What follows belongs to an exercise in optimizing a design on an open flow for small area and a short achievable clock period; a production flow would make more cautious choices. RTL that was checked went through simulation tests only; none was proved equivalent to the original.

Setup of before:
==> flow/design.v <==
module ic_ao3n (
    input  logic a1, b1, a2, b2, a3, b3,
    output logic y
);
    assign y = ~((a1 & b1) | (a2 & b2) | (a3 & b3));
endmodule
module ic_oh32 (
    input  logic [31:0] s,
    input  logic [31:0] d,
    output logic        q
);
    logic [10:0] y;
    for (genvar k = 0; k < 10; k++) begin : g_ao
        ic_ao3n u_ao (.a1(s[3*k]),   .b1(d[3*k]),
                      .a2(s[3*k+1]), .b2(d[3*k+1]),
                      .a3(s[3*k+2]), .b3(d[3*k+2]), .y(y[k]));
    end
    assign y[10] = ~((s[30] & d[30]) | (s[31] & d[31]));
    assign q = ~&y;
endmodule
module ic_ohmux #(parameter int W = 5) (
    input  logic [31:0]     sel,
    input  logic [32*W-1:0] d,
    output logic [W-1:0]    q
);
    for (genvar b = 0; b < W; b++) begin : g_bit
        logic [31:0] col;
        for (genvar i = 0; i < 32; i++) begin : g_col
            assign col[i] = d[W*i + b];
        end
        ic_oh32 u_oh (.s(sel), .d(col), .q(q[b]));
    end
endmodule
module ic_elim_p (
    input  logic [31:0] c,
    input  logic [31:0] p,
    input  logic [31:0] v,
    output logic [31:0] c_out_n
);
    wire [31:0] z   = c & ~(p & v);
    wire        any = |z;
    assign c_out_n = ~(z | (c & {32{~any}}));
endmodule
module ic_elim_n (
    input  logic [31:0] c_n,
    input  logic [31:0] p,
    input  logic [31:0] v,
    output logic [31:0] c_out
);
    wire [31:0] z_n = c_n | (p & v);
    wire        any = ~&z_n;
    assign c_out = ~(z_n & (c_n | {32{any}}));
endmodule
module ic_first_stage (
    input  logic c_n,
    input  logic seen_in,
    output logic first,
    output logic seen_out
);
    assign first    = ~(c_n | seen_in);
    assign seen_out = seen_in | ~c_n;
endmodule
module ic_first (
    input  logic [31:0] c_n,
    output logic [31:0] first
);
    logic [32:0] seen;
    assign seen[0] = 1'b0;
    assign first[0] = ~c_n[0];
    assign seen[1]  = ~c_n[0];
    for (genvar i = 1; i < 32; i++) begin : g_st
        ic_first_stage u_st (.c_n(c_n[i]), .seen_in(seen[i]),
                             .first(first[i]), .seen_out(seen[i+1]));
    end
endmodule
module interrupt_controller (
    input  logic         PCLK,
    input  logic         rstn,
    input  logic         PSEL,
    input  logic         PENABLE,
    input  logic         PWRITE,
    input  logic [4:0]   PADDR,
    input  logic [31:0]  PWDATA,
    output logic [31:0]  PRDATA,
    output logic         PREADY,
    output logic         PSLVERR,
    input  logic [31:0]  IRQ,
    input  logic [4:0]   index,
    output logic [3:0]   INT,
    output logic [4:0]   IRQ_VECTOR
);
logic [31:0] irq_enable;
logic [31:0] irq_disable;
logic [31:0] irq_status;
logic [31:0] irq_type;         
logic        type_valid;       
logic [31:0] irq_ack;
logic [31:0] irq_f;
logic [31:0] tbl_valid;
logic [4:0]  irq_priority     [31:0];
logic [3:0]  irq_map          [31:0];
logic [4:0]  irq_vector_table [31:0];
wire acc = PSEL & PENABLE;
wire wr  = acc & PWRITE;
wire rd  = acc & ~PWRITE;
wire wr_status = wr & (PADDR == 5'h00);
wire wr_enable = wr & (PADDR == 5'h04);
wire wr_disable= wr & (PADDR == 5'h08);
wire wr_prio   = wr & (PADDR == 5'h0C);
wire wr_ack    = wr & (PADDR == 5'h10);
wire wr_type   = wr & (PADDR == 5'h14);
wire wr_vec    = wr & (PADDR == 5'h18);
wire wr_map    = wr & (PADDR == 5'h1C);
wire wr_tbl    = wr_prio | wr_vec | wr_map;
logic [31:0] idx_oh;
always_comb
    for (int i = 0; i < 32; i++)
        idx_oh[i] = (index == i[4:0]);
always_ff @(posedge PCLK)
    irq_f <= IRQ;
always_ff @(posedge PCLK or negedge rstn)
    if (!rstn)
        irq_status <= 32'b0;
    else if (wr_status)
        irq_status <= irq_status | PWDATA;
    else
        irq_status <= (irq_status | (irq_f & ~irq_disable & irq_enable)) & ~(~(irq_type & {32{type_valid}}) & irq_ack);
always_ff @(posedge PCLK or negedge rstn)
    if (!rstn) begin
        irq_enable  <= 32'b0;
        irq_disable <= 32'b0;
        irq_ack     <= 32'b0;
    end else begin
        if (wr_enable)  irq_enable  <= irq_enable  | PWDATA;
        if (wr_disable) irq_disable <= irq_disable | PWDATA;
        if (wr_ack)     irq_ack     <= irq_ack     | PWDATA;
    end
always_ff @(posedge PCLK or negedge rstn)
    if (!rstn)        type_valid <= 1'b0;
    else if (wr_type) type_valid <= 1'b1;
always_ff @(posedge PCLK)
    if (wr_type) irq_type <= PWDATA;
always_ff @(posedge PCLK or negedge rstn)
    if (!rstn)       tbl_valid <= 32'b0;
    else if (wr_tbl) tbl_valid <= tbl_valid | idx_oh;
wire [4:0] d_prio = PWDATA[4:0] & {5{wr_prio}};
wire [4:0] d_vec  = PWDATA[4:0] & {5{wr_vec}};
wire [3:0] d_map  = PWDATA[3:0] & {4{wr_map}};
always_ff @(posedge PCLK)
    for (int i = 0; i < 32; i++) begin
        if (idx_oh[i] & (wr_prio | (wr_tbl & ~tbl_valid[i]))) irq_priority[i]     <= d_prio;
        if (idx_oh[i] & (wr_map  | (wr_tbl & ~tbl_valid[i]))) irq_map[i]          <= d_map;
        if (idx_oh[i] & (wr_vec  | (wr_tbl & ~tbl_valid[i]))) irq_vector_table[i] <= d_vec;
    end
logic [159:0] prio_flat, vec_flat;
logic [127:0] map_flat;
logic [31:0]  prio_bit [0:4];
always_comb
    for (int i = 0; i < 32; i++) begin
        prio_flat[5*i +: 5] = irq_priority[i];
        vec_flat[5*i +: 5]  = irq_vector_table[i];
        map_flat[4*i +: 4]  = irq_map[i];
        for (int b = 0; b < 5; b++)
            prio_bit[b][i] = irq_priority[i][b];
    end
wire [31:0] rd_sel = idx_oh & tbl_valid;
logic [4:0] rd_prio, rd_vec;
logic [3:0] rd_map;
ic_ohmux #(.W(5)) u_rd_prio (.sel(rd_sel), .d(prio_flat), .q(rd_prio));
ic_ohmux #(.W(5)) u_rd_vec  (.sel(rd_sel), .d(vec_flat),  .q(rd_vec));
ic_ohmux #(.W(4)) u_rd_map  (.sel(rd_sel), .d(map_flat),  .q(rd_map));
logic [8:0] rd_word;
always_comb begin
    rd_word[0] = rd & (PADDR == 5'h00);
    rd_word[1] = rd & (PADDR == 5'h04);
    rd_word[2] = rd & (PADDR == 5'h08);
    rd_word[3] = rd & (PADDR == 5'h0C);
    rd_word[4] = rd & (PADDR == 5'h10);
    rd_word[5] = rd & (PADDR == 5'h14);
    rd_word[6] = rd & (PADDR == 5'h18);
    rd_word[7] = rd & (PADDR == 5'h1C);
    rd_word[8] = ~rd;
end
wire rd_type = rd_word[5] & type_valid;
logic [31:0] prdata_d;
for (genvar b = 0; b < 32; b++) begin : g_prdata
    logic [2:0] y;
    ic_ao3n u_ao0 (.a1(rd_word[0]), .b1(irq_status[b]),
                   .a2(rd_word[1]), .b2(irq_enable[b]),
                   .a3(rd_word[2]), .b3(irq_disable[b]), .y(y[0]));
    ic_ao3n u_ao1 (.a1(rd_word[4]), .b1(irq_ack[b]),
                   .a2(rd_type),    .b2(irq_type[b]),
                   .a3(rd_word[8]), .b3(PRDATA[b]),      .y(y[1]));
    if (b < 4) begin : g_tbl
        ic_ao3n u_ao2 (.a1(rd_word[3]), .b1(rd_prio[b]),
                       .a2(rd_word[6]), .b2(rd_vec[b]),
                       .a3(rd_word[7]), .b3(rd_map[b]),  .y(y[2]));
    end else if (b == 4) begin : g_tbl4
        assign y[2] = ~((rd_word[3] & rd_prio[b]) | (rd_word[6] & rd_vec[b]));
    end else begin : g_no_tbl
        assign y[2] = 1'b1;
    end
    assign prdata_d[b] = ~&y;
end
always_ff @(posedge PCLK or negedge rstn)
    if (!rstn) PRDATA <= 32'b0;
    else       PRDATA <= prdata_d;
always_ff @(posedge PCLK or negedge rstn)
    if (!rstn)    PREADY <= 1'b0;
    else if (acc) PREADY <= 1'b1;
assign PSLVERR = 1'b0;
logic [31:0] c1_n, c2, c3_n, c4, c5_n;
ic_elim_p u_e4 (.c(irq_status), .p(prio_bit[4]), .v(tbl_valid), .c_out_n(c1_n));
ic_elim_n u_e3 (.c_n(c1_n),     .p(prio_bit[3]), .v(tbl_valid), .c_out(c2));
ic_elim_p u_e2 (.c(c2),         .p(prio_bit[2]), .v(tbl_valid), .c_out_n(c3_n));
ic_elim_n u_e1 (.c_n(c3_n),     .p(prio_bit[1]), .v(tbl_valid), .c_out(c4));
ic_elim_p u_e0 (.c(c4),         .p(prio_bit[0]), .v(tbl_valid), .c_out_n(c5_n));
logic [31:0] first;
ic_first u_first (.c_n(c5_n), .first(first));
wire valid = ~&c5_n[30:0];
wire [31:0] sel_oh = {~valid, first[30:0]};
wire [31:0] vec_pick = sel_oh & tbl_valid;
wire [31:0] map_pick = {first[31] & tbl_valid[31], vec_pick[30:0]};
logic [4:0] vec_sel;
logic [3:0] map_sel;
ic_ohmux #(.W(5)) u_sel_vec (.sel(vec_pick), .d(vec_flat), .q(vec_sel));
ic_ohmux #(.W(4)) u_sel_map (.sel(map_pick), .d(map_flat), .q(map_sel));
always_ff @(posedge PCLK or negedge rstn)
    if (!rstn) INT <= 4'b0000;
    else if (map_sel[3:2] == 2'b00) INT[map_sel[1:0]] <= valid;
always_ff @(posedge PCLK or negedge rstn)
    if (!rstn) IRQ_VECTOR <= 5'b11111;
    else       IRQ_VECTOR <= vec_sel;
endmodule
clock: 100.0 ns
lec_check: 0
cap_margin: 20
core_margin: 2
core_utilization: 35
place_density: 0.5
slew_margin: 20
synth_hierarchical: 1
synth_minimum_keep_size: 0
standard.sh (not shown) runs the stock make flow with config.mk's settings and CLKGATE_MAP_FILE= SYNTH_SCRIPT=/design/flow/synth_recipe.tcl, a recipe that flattens the netlist after the stock synthesis.
==> flow/flow/run.sh <==
#!/bin/bash
# Standard ORFS flow, with smaller port buffers, a clock tree of larger
# sink clusters without dummy loads, and timing repair asked to leave extra
# setup slack so that IO paths get optimised too.
export BUFFER_PORTS_ARGS="-buffer_cell sky130_fd_sc_hd__buf_1"
export SETUP_SLACK_MARGIN=78
export CTS_ARGS="-sink_clustering_enable -repair_clock_nets -dont_use_dummy_load -buf_list {sky130_fd_sc_hd__clkbuf_4} -sink_clustering_size 8 -sink_clustering_max_diameter 50"
bash standard.sh > standard.log 2>&1
before finished all stages; the layout is clean.
Input-level comparison between after and before:
diff --git a/flow/design.v b/flow/design.v
--- a/flow/design.v
+++ b/flow/design.v
@@ -97,4 +97,5 @@
 logic [31:0] irq_ack;
 logic [31:0] irq_f;
+logic [7:0]  grp_valid;        
 logic [31:0] tbl_valid;
 logic [4:0]  irq_priority     [31:0];
@@ -141,15 +142,25 @@
 always_ff @(posedge PCLK)
     if (wr_type) irq_type <= PWDATA;
-always_ff @(posedge PCLK or negedge rstn)
-    if (!rstn)       tbl_valid <= 32'b0;
-    else if (wr_tbl) tbl_valid <= tbl_valid | idx_oh;
-wire [4:0] d_prio = PWDATA[4:0] & {5{wr_prio}};
-wire [4:0] d_vec  = PWDATA[4:0] & {5{wr_vec}};
-wire [3:0] d_map  = PWDATA[3:0] & {4{wr_map}};
+wire [7:0] grp_hit   = {8{wr_tbl}} & (8'b1 << index[4:2]);
+always_ff @(posedge PCLK or negedge rstn)
+    if (!rstn) grp_valid <= 8'b0;
+    else       grp_valid <= grp_valid | grp_hit;
+always_comb
+    for (int i = 0; i < 32; i++)
+        tbl_valid[i] = grp_valid[i/4];
+logic [4:0] d_prio [0:3];
+logic [4:0] d_vec  [0:3];
+logic [3:0] d_map  [0:3];
+always_comb
+    for (int k = 0; k < 4; k++) begin
+        d_prio[k] = PWDATA[4:0] & {5{wr_prio & (index[1:0] == k[1:0])}};
+        d_vec[k]  = PWDATA[4:0] & {5{wr_vec  & (index[1:0] == k[1:0])}};
+        d_map[k]  = PWDATA[3:0] & {4{wr_map  & (index[1:0] == k[1:0])}};
+    end
 always_ff @(posedge PCLK)
     for (int i = 0; i < 32; i++) begin
-        if (idx_oh[i] & (wr_prio | (wr_tbl & ~tbl_valid[i]))) irq_priority[i]     <= d_prio;
-        if (idx_oh[i] & (wr_map  | (wr_tbl & ~tbl_valid[i]))) irq_map[i]          <= d_map;
-        if (idx_oh[i] & (wr_vec  | (wr_tbl & ~tbl_valid[i]))) irq_vector_table[i] <= d_vec;
+        if ((idx_oh[i] & wr_prio) | ~grp_valid[i/4]) irq_priority[i]     <= d_prio[i%4];
+        if ((idx_oh[i] & wr_map)  | ~grp_valid[i/4]) irq_map[i]          <= d_map[i%4];
+        if ((idx_oh[i] & wr_vec)  | ~grp_valid[i/4]) irq_vector_table[i] <= d_vec[i%4];
     end
 logic [159:0] prio_flat, vec_flat;
@@ -164,5 +175,6 @@
             prio_bit[b][i] = irq_priority[i][b];
     end
-wire [31:0] rd_sel = idx_oh & tbl_valid;
+wire [31:0] rd_sel = idx_oh;
+wire        rd_grp_valid = grp_valid[index[4:2]];
 logic [4:0] rd_prio, rd_vec;
 logic [3:0] rd_map;
@@ -183,4 +195,7 @@
 end
 wire rd_type = rd_word[5] & type_valid;
+wire rd_prio_sel = rd_word[3] & rd_grp_valid;
+wire rd_vec_sel  = rd_word[6] & rd_grp_valid;
+wire rd_map_sel  = rd_word[7] & rd_grp_valid;
 logic [31:0] prdata_d;
 for (genvar b = 0; b < 32; b++) begin : g_prdata
@@ -193,9 +208,9 @@
                    .a3(rd_word[8]), .b3(PRDATA[b]),      .y(y[1]));
     if (b < 4) begin : g_tbl
-        ic_ao3n u_ao2 (.a1(rd_word[3]), .b1(rd_prio[b]),
-                       .a2(rd_word[6]), .b2(rd_vec[b]),
-                       .a3(rd_word[7]), .b3(rd_map[b]),  .y(y[2]));
+        ic_ao3n u_ao2 (.a1(rd_prio_sel), .b1(rd_prio[b]),
+                       .a2(rd_vec_sel),  .b2(rd_vec[b]),
+                       .a3(rd_map_sel),  .b3(rd_map[b]),  .y(y[2]));
     end else if (b == 4) begin : g_tbl4
-        assign y[2] = ~((rd_word[3] & rd_prio[b]) | (rd_word[6] & rd_vec[b]));
+        assign y[2] = ~((rd_prio_sel & rd_prio[b]) | (rd_vec_sel & rd_vec[b]));
     end else begin : g_no_tbl
         assign y[2] = 1'b1;
Results
Against before, post-route cell area in after rose slightly.
Fraction of standard cell area in multi-input logic down 1.2 points in after wrt before
Taking after over before, the via count of the first global-routing pass ratio works out to 1.06.
Changes observed in after relative to before: first-iteration DRC count rose by 1,016; worst-case headroom to the max-slew limit shrank by 17 points; routed length on met1 picked up an extra about 10%; post-route fraction of the period consumed by the critical path barely changed; non-clock buffer count now larger.
The RTL of after was laid out without a check of its function.

==> afterwards: timing with drivers on the ports <==
How much do the figures lean on ideal ports? The routed layouts below were timed once more, with nothing changed but the port constraints.
Step 1 (the two cells are an assumption about what drives the block):
set clk [get_ports {PCLK}]
set_driving_cell -lib_cell sky130_fd_sc_hd__clkbuf_16 $clk
set_driving_cell -lib_cell sky130_fd_sc_hd__buf_2 [delete_from_list [all_inputs] $clk]
Step 2 times the ports against the registers' clock, not the clock port: input delays grow and output delays shrink by t, the midpoint of the rising clock arrivals with the driver on.
a / b / c = ideal ports / drivers / drivers and shift; a / b = the first two.
run | t (ns) | setup WS [ns] | worst slew at a driven data input, ns
before | 0.982 | 77.920 / 77.953 / 76.972 | 0.08
after | 0.994 | 77.805 / 77.757 / 76.763 | 0.17
After both steps setup and hold are still met in every run listed. The setup slack of after, which loses most, moves by -0.048 ns with the drivers and by -1.042 ns with both steps.
